Source: an optimization exercise on an open RTL-to-GDS flow (aim: small area, a short achievable clock period and few clock cycles per item). Production flows keep margins and buffers that such runs may drop.
At most, simulation tests tie the RTL to the original design; equivalence was not proved.
Power and IR drop assume default switching activity.

==> run a: inputs <==
Design mproc, start of the top module:
module mproc (input wire clk, reset, input wire [15:0] ins, output wire [15:0] addr,
  output wire wb_en, output wire [2:0] wb_addr, output wire [15:0] wb_data, output wire cout);
==> module reg_alu, before the edit <==
module reg_alu (input wire clk, reset, ex, clr, input wire [7:0] sa, sb, wr, input wire [2:0] d,
  input wire [1:0] op, output reg wb_en, output reg [2:0] wb_addr, output reg [15:0] wb_data,
  output reg cout);
  wire [15:0] q [0:7];
  reg c;
  wire [15:0] a, b, res;
  wire co;
  wire [7:0] we, nwe;
  assign we = wr;
  genvar i, j;
  generate
    for (i = 0; i < 8; i = i + 1) begin : g_we
      g_nor2 u (we[i], clr, nwe[i]);
    end
  endgenerate
  generate
    for (j = 0; j < 16; j = j + 1) begin : g_bit0
      rf_bit_s u (clk, we[0], nwe[0], clr, res[j], q[0][j]);
    end
    for (i = 1; i < 8; i = i + 1) begin : g_reg
      for (j = 0; j < 16; j = j + 1) begin : g_bit
        rf_bit u (clk, we[i], nwe[i], res[j], q[i][j]);
      end
    end
    for (j = 0; j < 16; j = j + 1) begin : g_rd
      rd_bit ua (sa, {q[7][j], q[6][j], q[5][j], q[4][j], q[3][j], q[2][j], q[1][j], q[0][j]}, a[j]);
      rd_bit ub (sb, {q[7][j], q[6][j], q[5][j], q[4][j], q[3][j], q[2][j], q[1][j], q[0][j]}, b[j]);
    end
  endgenerate
  alu alu_0 (op, a, b, res, co);
  always @(posedge clk) begin
    wb_en <= ex & ~reset;
    wb_addr <= d;
    wb_data <= res;
    c <= co;
    cout <= c;
  end
endmodule
==> module mproc, before the edit <==
module mproc (input wire clk, reset, input wire [15:0] ins, output wire [15:0] addr,
  output wire wb_en, output wire [2:0] wb_addr, output wire [15:0] wb_data, output wire cout);
  wire [7:0] sa, sb, wr;
  wire [2:0] d;
  wire [1:0] op;
  wire ex, clr;
  pc pc_0 (clk, reset, addr);
  ir ir_0 (clk, reset, ins, sa, sb, wr, d, op, ex, clr);
  reg_alu reg_alu_0 (clk, reset, ex, clr, sa, sb, wr, d, op, wb_en, wb_addr, wb_data, cout);
endmodule
==> module ir, before the edit <==
module ir (input wire clk, reset, input wire [15:0] ins, output reg [7:0] sa, sb, wr,
  output reg [2:0] d, output reg [1:0] op, output wire ex, output reg clr);
  reg halted, halt_ir;
  wire [8:0] insn;
  wire [7:0] sa_d, sb_d, wdn, wr_d;
  wire z1, z2, z3, halt_in, nclr, nhalted_nx, okn, halted_d;
  genvar k;
  generate
    for (k = 0; k < 9; k = k + 1) begin : g_insn
      g_inv u (ins[k], insn[k]);
    end
    for (k = 0; k < 8; k = k + 1) begin : g_dec
      g_nor3 ua (k[0] ? insn[0] : ins[0], k[1] ? insn[1] : ins[1], k[2] ? insn[2] : ins[2], sa_d[k]);
      g_nor3 ub (k[0] ? insn[3] : ins[3], k[1] ? insn[4] : ins[4], k[2] ? insn[5] : ins[5], sb_d[k]);
      g_nand3 uw (k[0] ? ins[6] : insn[6], k[1] ? ins[7] : insn[7], k[2] ? ins[8] : insn[8], wdn[k]);
      g_nor2 ue (okn, wdn[k], wr_d[k]);
    end
  endgenerate
  g_nor3 u_z1 (ins[15], ins[14], ins[13], z1);
  g_nor2 u_z3 (ins[12], ins[11], z3);
  g_nand2 u_h (z1, z3, halt_in);
  g_inv u_nclr (clr, nclr);
  g_aoi21 u_hn (nclr, halt_ir, halted, nhalted_nx);
  g_nor2 u_hd (reset, nhalted_nx, halted_d);
  g_nor3 u_z2 (ins[12], ins[11], reset, z2);
  g_nand3 u_ok (z1, z2, nhalted_nx, okn);
  always @(posedge clk) begin
    sa <= sa_d;
    sb <= sb_d;
    wr <= wr_d;
    d <= ins[8:6];
    op <= ins[10:9];
    halt_ir <= halt_in;
    clr <= reset;
    halted <= halted_d;
  end
  assign ex = ~clr & ~halt_ir & ~halted;
endmodule
export LEC_CHECK = 0
export CAP_MARGIN = 20
export CORE_MARGIN = 2
export CORE_UTILIZATION = 40
export SLEW_MARGIN = 20
export SYNTH_HIERARCHICAL = 1
create_clock -name core_clock -period 11.0 [get_ports {clk}]
standard.sh (not shown) runs the stock make flow with config.mk's settings and CLKGATE_MAP_FILE= SYNTH_SCRIPT=/design/flow/synth_recipe.tcl, a recipe that flattens the netlist after the stock synthesis.
==> flow/flow/run.sh <==
#!/bin/bash
# Layout flow: the standard synthesis unchanged, then the standard ORFS
# steps with these changes (settings in flow/params.sh):
#  - repair_timing is asked to leave a setup margin (SETUP_SLACK_MARGIN); the
#    design is still laid out and signed off at the design's clock period,
#    the margin only makes the resizer work harder;
#  - ports are buffered with plain buffers, and delay cells are not used as
#    buffers;
#  - clock tree buffers as set in CTS_ARGS;
#  - after global routing, optionally the worst paths are upsized
#    (flow/upsize.tcl), then cells are downsized where that keeps the setup
#    slack (flow/downsize.tcl).
# Each tool's output goes to its own log in this folder.
set -uo pipefail
source flow/params.sh
export FLOWDIR=$PWD/flow
bash standard.sh synth > synth.log 2>&1 || exit 1
export DONT_USE_CELLS="$EXTRA_DONT_USE"
VARS=(SETUP_SLACK_MARGIN=$MARGIN "BUFFER_PORTS_ARGS=$BUFFER_PORTS_ARGS" "${EXTRA[@]}")
if [[ -n "${DOWNSIZE_MARGIN:-}" ]]; then
  export DOWNSIZE_MARGIN DOWNSIZE_HOLD_MARGIN UPSIZE_TARGET=${UPSIZE_TARGET:-}
  VARS+=("POST_GLOBAL_ROUTE_TCL=$FLOWDIR/downsize_hook.tcl")
fi
bash standard.sh "${VARS[@]}" finish > layout.log 2>&1
==> flow/flow/params.sh <==
MARGIN=7.8
BUFFER_PORTS_ARGS="-buffer_cell sky130_fd_sc_hd__buf_2"
EXTRA_DONT_USE="sky130_fd_sc_hd__dlygate4sd1_1 sky130_fd_sc_hd__dlygate4sd2_1 sky130_fd_sc_hd__dlygate4sd3_1 sky130_fd_sc_hd__clkdlybuf4s15_1 sky130_fd_sc_hd__clkdlybuf4s15_2 sky130_fd_sc_hd__clkdlybuf4s18_1 sky130_fd_sc_hd__clkdlybuf4s18_2 sky130_fd_sc_hd__clkdlybuf4s25_1 sky130_fd_sc_hd__clkdlybuf4s25_2 sky130_fd_sc_hd__clkdlybuf4s50_1 sky130_fd_sc_hd__clkdlybuf4s50_2 sky130_fd_sc_hd__dlymetal6s2s_1 sky130_fd_sc_hd__dlymetal6s4s_1 sky130_fd_sc_hd__dlymetal6s6s_1"
EXTRA=("CTS_ARGS=-sink_clustering_enable -repair_clock_nets -buf_list sky130_fd_sc_hd__clkbuf_8 -root_buf sky130_fd_sc_hd__clkbuf_16")
DOWNSIZE_MARGIN=7.8
DOWNSIZE_HOLD_MARGIN=0.05
Other scripts of this flow, unchanged in this note and not shown: flow/flow/downsize.tcl, flow/flow/downsize_hook.tcl, flow/flow/upsize.tcl
==> run b (differences from run a) <==
--- a/flow/design.v
+++ b/flow/design.v
@@ -450,19 +450,24 @@
   endgenerate
   always @(posedge clk) cnt <= (cnt ^ c[15:0]) & ~{16{reset}};
 endmodule
-module reg_alu (input wire clk, reset, ex, clr, input wire [7:0] sa, sb, wr, input wire [2:0] d,
+module reg_alu (input wire clk, reset, exn, clr, input wire [7:0] sa, sb, input wire [2:0] d,
   input wire [1:0] op, output reg wb_en, output reg [2:0] wb_addr, output reg [15:0] wb_data,
   output reg cout);
   wire [15:0] q [0:7];
   reg c;
   wire [15:0] a, b, res;
   wire co;
-  wire [7:0] we, nwe;
-  assign we = wr;
+  wire [7:0] we, nwe, wdn;
+  wire [2:0] dn;
   genvar i, j;
   generate
+    for (i = 0; i < 3; i = i + 1) begin : g_dn
+      g_inv u (d[i], dn[i]);
+    end
     for (i = 0; i < 8; i = i + 1) begin : g_we
-      g_nor2 u (we[i], clr, nwe[i]);
+      g_nand3 ud (i[0] ? d[0] : dn[0], i[1] ? d[1] : dn[1], i[2] ? d[2] : dn[2], wdn[i]);
+      g_nor2 ue (exn, wdn[i], we[i]);
+      g_nor2 un (we[i], clr, nwe[i]);
     end
   endgenerate
   generate
@@ -481,7 +486,7 @@
   endgenerate
   alu alu_0 (op, a, b, res, co);
   always @(posedge clk) begin
-    wb_en <= ex & ~reset;
+    wb_en <= ~exn & ~reset;
     wb_addr <= d;
     wb_data <= res;
     c <= co;
@@ -490,49 +495,43 @@
 endmodule
 module mproc (input wire clk, reset, input wire [15:0] ins, output wire [15:0] addr,
   output wire wb_en, output wire [2:0] wb_addr, output wire [15:0] wb_data, output wire cout);
-  wire [7:0] sa, sb, wr;
+  wire [7:0] sa, sb;
   wire [2:0] d;
   wire [1:0] op;
-  wire ex, clr;
+  wire exn, clr;
   pc pc_0 (clk, reset, addr);
-  ir ir_0 (clk, reset, ins, sa, sb, wr, d, op, ex, clr);
-  reg_alu reg_alu_0 (clk, reset, ex, clr, sa, sb, wr, d, op, wb_en, wb_addr, wb_data, cout);
+  ir ir_0 (clk, reset, ins, sa, sb, d, op, exn, clr);
+  reg_alu reg_alu_0 (clk, reset, exn, clr, sa, sb, d, op, wb_en, wb_addr, wb_data, cout);
 endmodule
-module ir (input wire clk, reset, input wire [15:0] ins, output reg [7:0] sa, sb, wr,
-  output reg [2:0] d, output reg [1:0] op, output wire ex, output reg clr);
-  reg halted, halt_ir;
-  wire [8:0] insn;
-  wire [7:0] sa_d, sb_d, wdn, wr_d;
-  wire z1, z2, z3, halt_in, nclr, nhalted_nx, okn, halted_d;
+module ir (input wire clk, reset, input wire [15:0] ins, output reg [7:0] sa, sb,
+  output reg [2:0] d, output reg [1:0] op, output reg exn, output reg clr);
+  reg halted;
+  wire [5:0] insn;
+  wire [7:0] sa_d, sb_d;
+  wire z1, z2, nclr, nhalted_nx, okn, halted_d;
   genvar k;
   generate
-    for (k = 0; k < 9; k = k + 1) begin : g_insn
+    for (k = 0; k < 6; k = k + 1) begin : g_insn
       g_inv u (ins[k], insn[k]);
     end
     for (k = 0; k < 8; k = k + 1) begin : g_dec
       g_nor3 ua (k[0] ? insn[0] : ins[0], k[1] ? insn[1] : ins[1], k[2] ? insn[2] : ins[2], sa_d[k]);
       g_nor3 ub (k[0] ? insn[3] : ins[3], k[1] ? insn[4] : ins[4], k[2] ? insn[5] : ins[5], sb_d[k]);
-      g_nand3 uw (k[0] ? ins[6] : insn[6], k[1] ? ins[7] : insn[7], k[2] ? ins[8] : insn[8], wdn[k]);
-      g_nor2 ue (okn, wdn[k], wr_d[k]);
     end
   endgenerate
   g_nor3 u_z1 (ins[15], ins[14], ins[13], z1);
-  g_nor2 u_z3 (ins[12], ins[11], z3);
-  g_nand2 u_h (z1, z3, halt_in);
   g_inv u_nclr (clr, nclr);
-  g_aoi21 u_hn (nclr, halt_ir, halted, nhalted_nx);
+  g_aoi21 u_hn (nclr, exn, halted, nhalted_nx);
   g_nor2 u_hd (reset, nhalted_nx, halted_d);
   g_nor3 u_z2 (ins[12], ins[11], reset, z2);
   g_nand3 u_ok (z1, z2, nhalted_nx, okn);
   always @(posedge clk) begin
     sa <= sa_d;
     sb <= sb_d;
-    wr <= wr_d;
     d <= ins[8:6];
     op <= ins[10:9];
-    halt_ir <= halt_in;
+    exn <= okn;
     clr <= reset;
     halted <= halted_d;
   end
-  assign ex = ~clr & ~halt_ir & ~halted;
 endmodule
==> flow/flow/params.sh (replaced) <==
MARGIN=7.8
BUFFER_PORTS_ARGS="-buffer_cell sky130_fd_sc_hd__buf_2"
EXTRA_DONT_USE="sky130_fd_sc_hd__dlygate4sd1_1 sky130_fd_sc_hd__dlygate4sd2_1 sky130_fd_sc_hd__dlygate4sd3_1 sky130_fd_sc_hd__clkdlybuf4s15_1 sky130_fd_sc_hd__clkdlybuf4s15_2 sky130_fd_sc_hd__clkdlybuf4s18_1 sky130_fd_sc_hd__clkdlybuf4s18_2 sky130_fd_sc_hd__clkdlybuf4s25_1 sky130_fd_sc_hd__clkdlybuf4s25_2 sky130_fd_sc_hd__clkdlybuf4s50_1 sky130_fd_sc_hd__clkdlybuf4s50_2 sky130_fd_sc_hd__dlymetal6s2s_1 sky130_fd_sc_hd__dlymetal6s4s_1 sky130_fd_sc_hd__dlymetal6s6s_1"
EXTRA=("CTS_ARGS=-sink_clustering_enable -repair_clock_nets -dont_use_dummy_load -buf_list sky130_fd_sc_hd__clkbuf_8 -root_buf sky130_fd_sc_hd__clkbuf_16")
DOWNSIZE_MARGIN=8.0
DOWNSIZE_HOLD_MARGIN=0.05
UPSIZE_TARGET=8.0
==> run c (differences from run a) <==
--- a/flow/design.v
+++ b/flow/design.v
@@ -450,19 +450,24 @@
   endgenerate
   always @(posedge clk) cnt <= (cnt ^ c[15:0]) & ~{16{reset}};
 endmodule
-module reg_alu (input wire clk, reset, ex, clr, input wire [7:0] sa, sb, wr, input wire [2:0] d,
+module reg_alu (input wire clk, reset, exn, clr, input wire [7:0] sa, sb, input wire [2:0] d,
   input wire [1:0] op, output reg wb_en, output reg [2:0] wb_addr, output reg [15:0] wb_data,
   output reg cout);
   wire [15:0] q [0:7];
   reg c;
   wire [15:0] a, b, res;
   wire co;
-  wire [7:0] we, nwe;
-  assign we = wr;
+  wire [7:0] we, nwe, wdn;
+  wire [2:0] dn;
   genvar i, j;
   generate
+    for (i = 0; i < 3; i = i + 1) begin : g_dn
+      g_inv u (d[i], dn[i]);
+    end
     for (i = 0; i < 8; i = i + 1) begin : g_we
-      g_nor2 u (we[i], clr, nwe[i]);
+      g_nand3 ud (i[0] ? d[0] : dn[0], i[1] ? d[1] : dn[1], i[2] ? d[2] : dn[2], wdn[i]);
+      g_nor2 ue (exn, wdn[i], we[i]);
+      g_nor2 un (we[i], clr, nwe[i]);
     end
   endgenerate
   generate
@@ -481,7 +486,7 @@
   endgenerate
   alu alu_0 (op, a, b, res, co);
   always @(posedge clk) begin
-    wb_en <= ex & ~reset;
+    wb_en <= ~exn & ~reset;
     wb_addr <= d;
     wb_data <= res;
     c <= co;
@@ -490,30 +495,28 @@
 endmodule
 module mproc (input wire clk, reset, input wire [15:0] ins, output wire [15:0] addr,
   output wire wb_en, output wire [2:0] wb_addr, output wire [15:0] wb_data, output wire cout);
-  wire [7:0] sa, sb, wr;
+  wire [7:0] sa, sb;
   wire [2:0] d;
   wire [1:0] op;
-  wire ex, clr;
+  wire exn, clr;
   pc pc_0 (clk, reset, addr);
-  ir ir_0 (clk, reset, ins, sa, sb, wr, d, op, ex, clr);
-  reg_alu reg_alu_0 (clk, reset, ex, clr, sa, sb, wr, d, op, wb_en, wb_addr, wb_data, cout);
+  ir ir_0 (clk, reset, ins, sa, sb, d, op, exn, clr);
+  reg_alu reg_alu_0 (clk, reset, exn, clr, sa, sb, d, op, wb_en, wb_addr, wb_data, cout);
 endmodule
-module ir (input wire clk, reset, input wire [15:0] ins, output reg [7:0] sa, sb, wr,
-  output reg [2:0] d, output reg [1:0] op, output wire ex, output reg clr);
+module ir (input wire clk, reset, input wire [15:0] ins, output reg [7:0] sa, sb,
+  output reg [2:0] d, output reg [1:0] op, output reg exn, output reg clr);
   reg halted, halt_ir;
-  wire [8:0] insn;
-  wire [7:0] sa_d, sb_d, wdn, wr_d;
+  wire [5:0] insn;
+  wire [7:0] sa_d, sb_d;
   wire z1, z2, z3, halt_in, nclr, nhalted_nx, okn, halted_d;
   genvar k;
   generate
-    for (k = 0; k < 9; k = k + 1) begin : g_insn
+    for (k = 0; k < 6; k = k + 1) begin : g_insn
       g_inv u (ins[k], insn[k]);
     end
     for (k = 0; k < 8; k = k + 1) begin : g_dec
       g_nor3 ua (k[0] ? insn[0] : ins[0], k[1] ? insn[1] : ins[1], k[2] ? insn[2] : ins[2], sa_d[k]);
       g_nor3 ub (k[0] ? insn[3] : ins[3], k[1] ? insn[4] : ins[4], k[2] ? insn[5] : ins[5], sb_d[k]);
-      g_nand3 uw (k[0] ? ins[6] : insn[6], k[1] ? ins[7] : insn[7], k[2] ? ins[8] : insn[8], wdn[k]);
-      g_nor2 ue (okn, wdn[k], wr_d[k]);
     end
   endgenerate
   g_nor3 u_z1 (ins[15], ins[14], ins[13], z1);
@@ -527,12 +530,11 @@
   always @(posedge clk) begin
     sa <= sa_d;
     sb <= sb_d;
-    wr <= wr_d;
     d <= ins[8:6];
     op <= ins[10:9];
     halt_ir <= halt_in;
+    exn <= okn;
     clr <= reset;
     halted <= halted_d;
   end
-  assign ex = ~clr & ~halt_ir & ~halted;
 endmodule
==> flow/flow/params.sh (replaced) <==
MARGIN=7.8
BUFFER_PORTS_ARGS="-buffer_cell sky130_fd_sc_hd__buf_2"
EXTRA_DONT_USE="sky130_fd_sc_hd__dlygate4sd1_1 sky130_fd_sc_hd__dlygate4sd2_1 sky130_fd_sc_hd__dlygate4sd3_1 sky130_fd_sc_hd__clkdlybuf4s15_1 sky130_fd_sc_hd__clkdlybuf4s15_2 sky130_fd_sc_hd__clkdlybuf4s18_1 sky130_fd_sc_hd__clkdlybuf4s18_2 sky130_fd_sc_hd__clkdlybuf4s25_1 sky130_fd_sc_hd__clkdlybuf4s25_2 sky130_fd_sc_hd__clkdlybuf4s50_1 sky130_fd_sc_hd__clkdlybuf4s50_2 sky130_fd_sc_hd__dlymetal6s2s_1 sky130_fd_sc_hd__dlymetal6s4s_1 sky130_fd_sc_hd__dlymetal6s6s_1"
EXTRA=("CTS_ARGS=-sink_clustering_enable -repair_clock_nets -buf_list sky130_fd_sc_hd__clkbuf_8 -root_buf sky130_fd_sc_hd__clkbuf_16")
DOWNSIZE_MARGIN=8.0
DOWNSIZE_HOLD_MARGIN=0.05
UPSIZE_TARGET=8.0
--- a/flow/config.mk
+++ b/flow/config.mk
@@ -7,6 +7,6 @@
 export LEC_CHECK = 0
 export CAP_MARGIN = 20
 export CORE_MARGIN = 2
-export CORE_UTILIZATION = 40
+export CORE_UTILIZATION = 55
 export SLEW_MARGIN = 20
 export SYNTH_HIERARCHICAL = 1
==> comparison <==
Run b finished clean. Run c finished clean. Run a went through all stages and came out clean.
In run b the combinational power is higher than in run c, by about 9%.
The lowest first-iteration DRC count belongs to run a, the highest to run c.
Between run c and run b, the lower count of clock-buffer cells in the layout is in run b (gap 1).
Final cell count: run a > run b > run c.
Testbench counts of run c, summed over its fixed seeds: cycles 6,861, instrs 6,733.
Only the layout flow was run in run a and run b; the RTL was not checked for function there.

==> what the ideal ports hide <==
In the flow no input, the clock included, has a driving cell. The finished layouts below were timed again as built, in two steps. Step 1: set_driving_cell puts a clkbuf_16 on clk and a buf_2 on each other input, an assumption about the parent block. Step 2, shift: input delay + t, output delay - t, t = (earliest + latest rising clock arrival at the registers) / 2. This alone moves slack from input paths to output paths. Slacks: no drivers / after step 1 / after step 2; pairs: no drivers / after step 1.
run	t, ns	slack for setup (ns)	worst setup path at the end
run a	0.429	7.854 / 7.809 / 7.903	register to register
run b	0.430	7.885 / 7.839 / 7.932	register to register
run c	0.426	7.847 / 7.806 / 7.919	register to register
After both steps setup and hold are still met in every run listed.
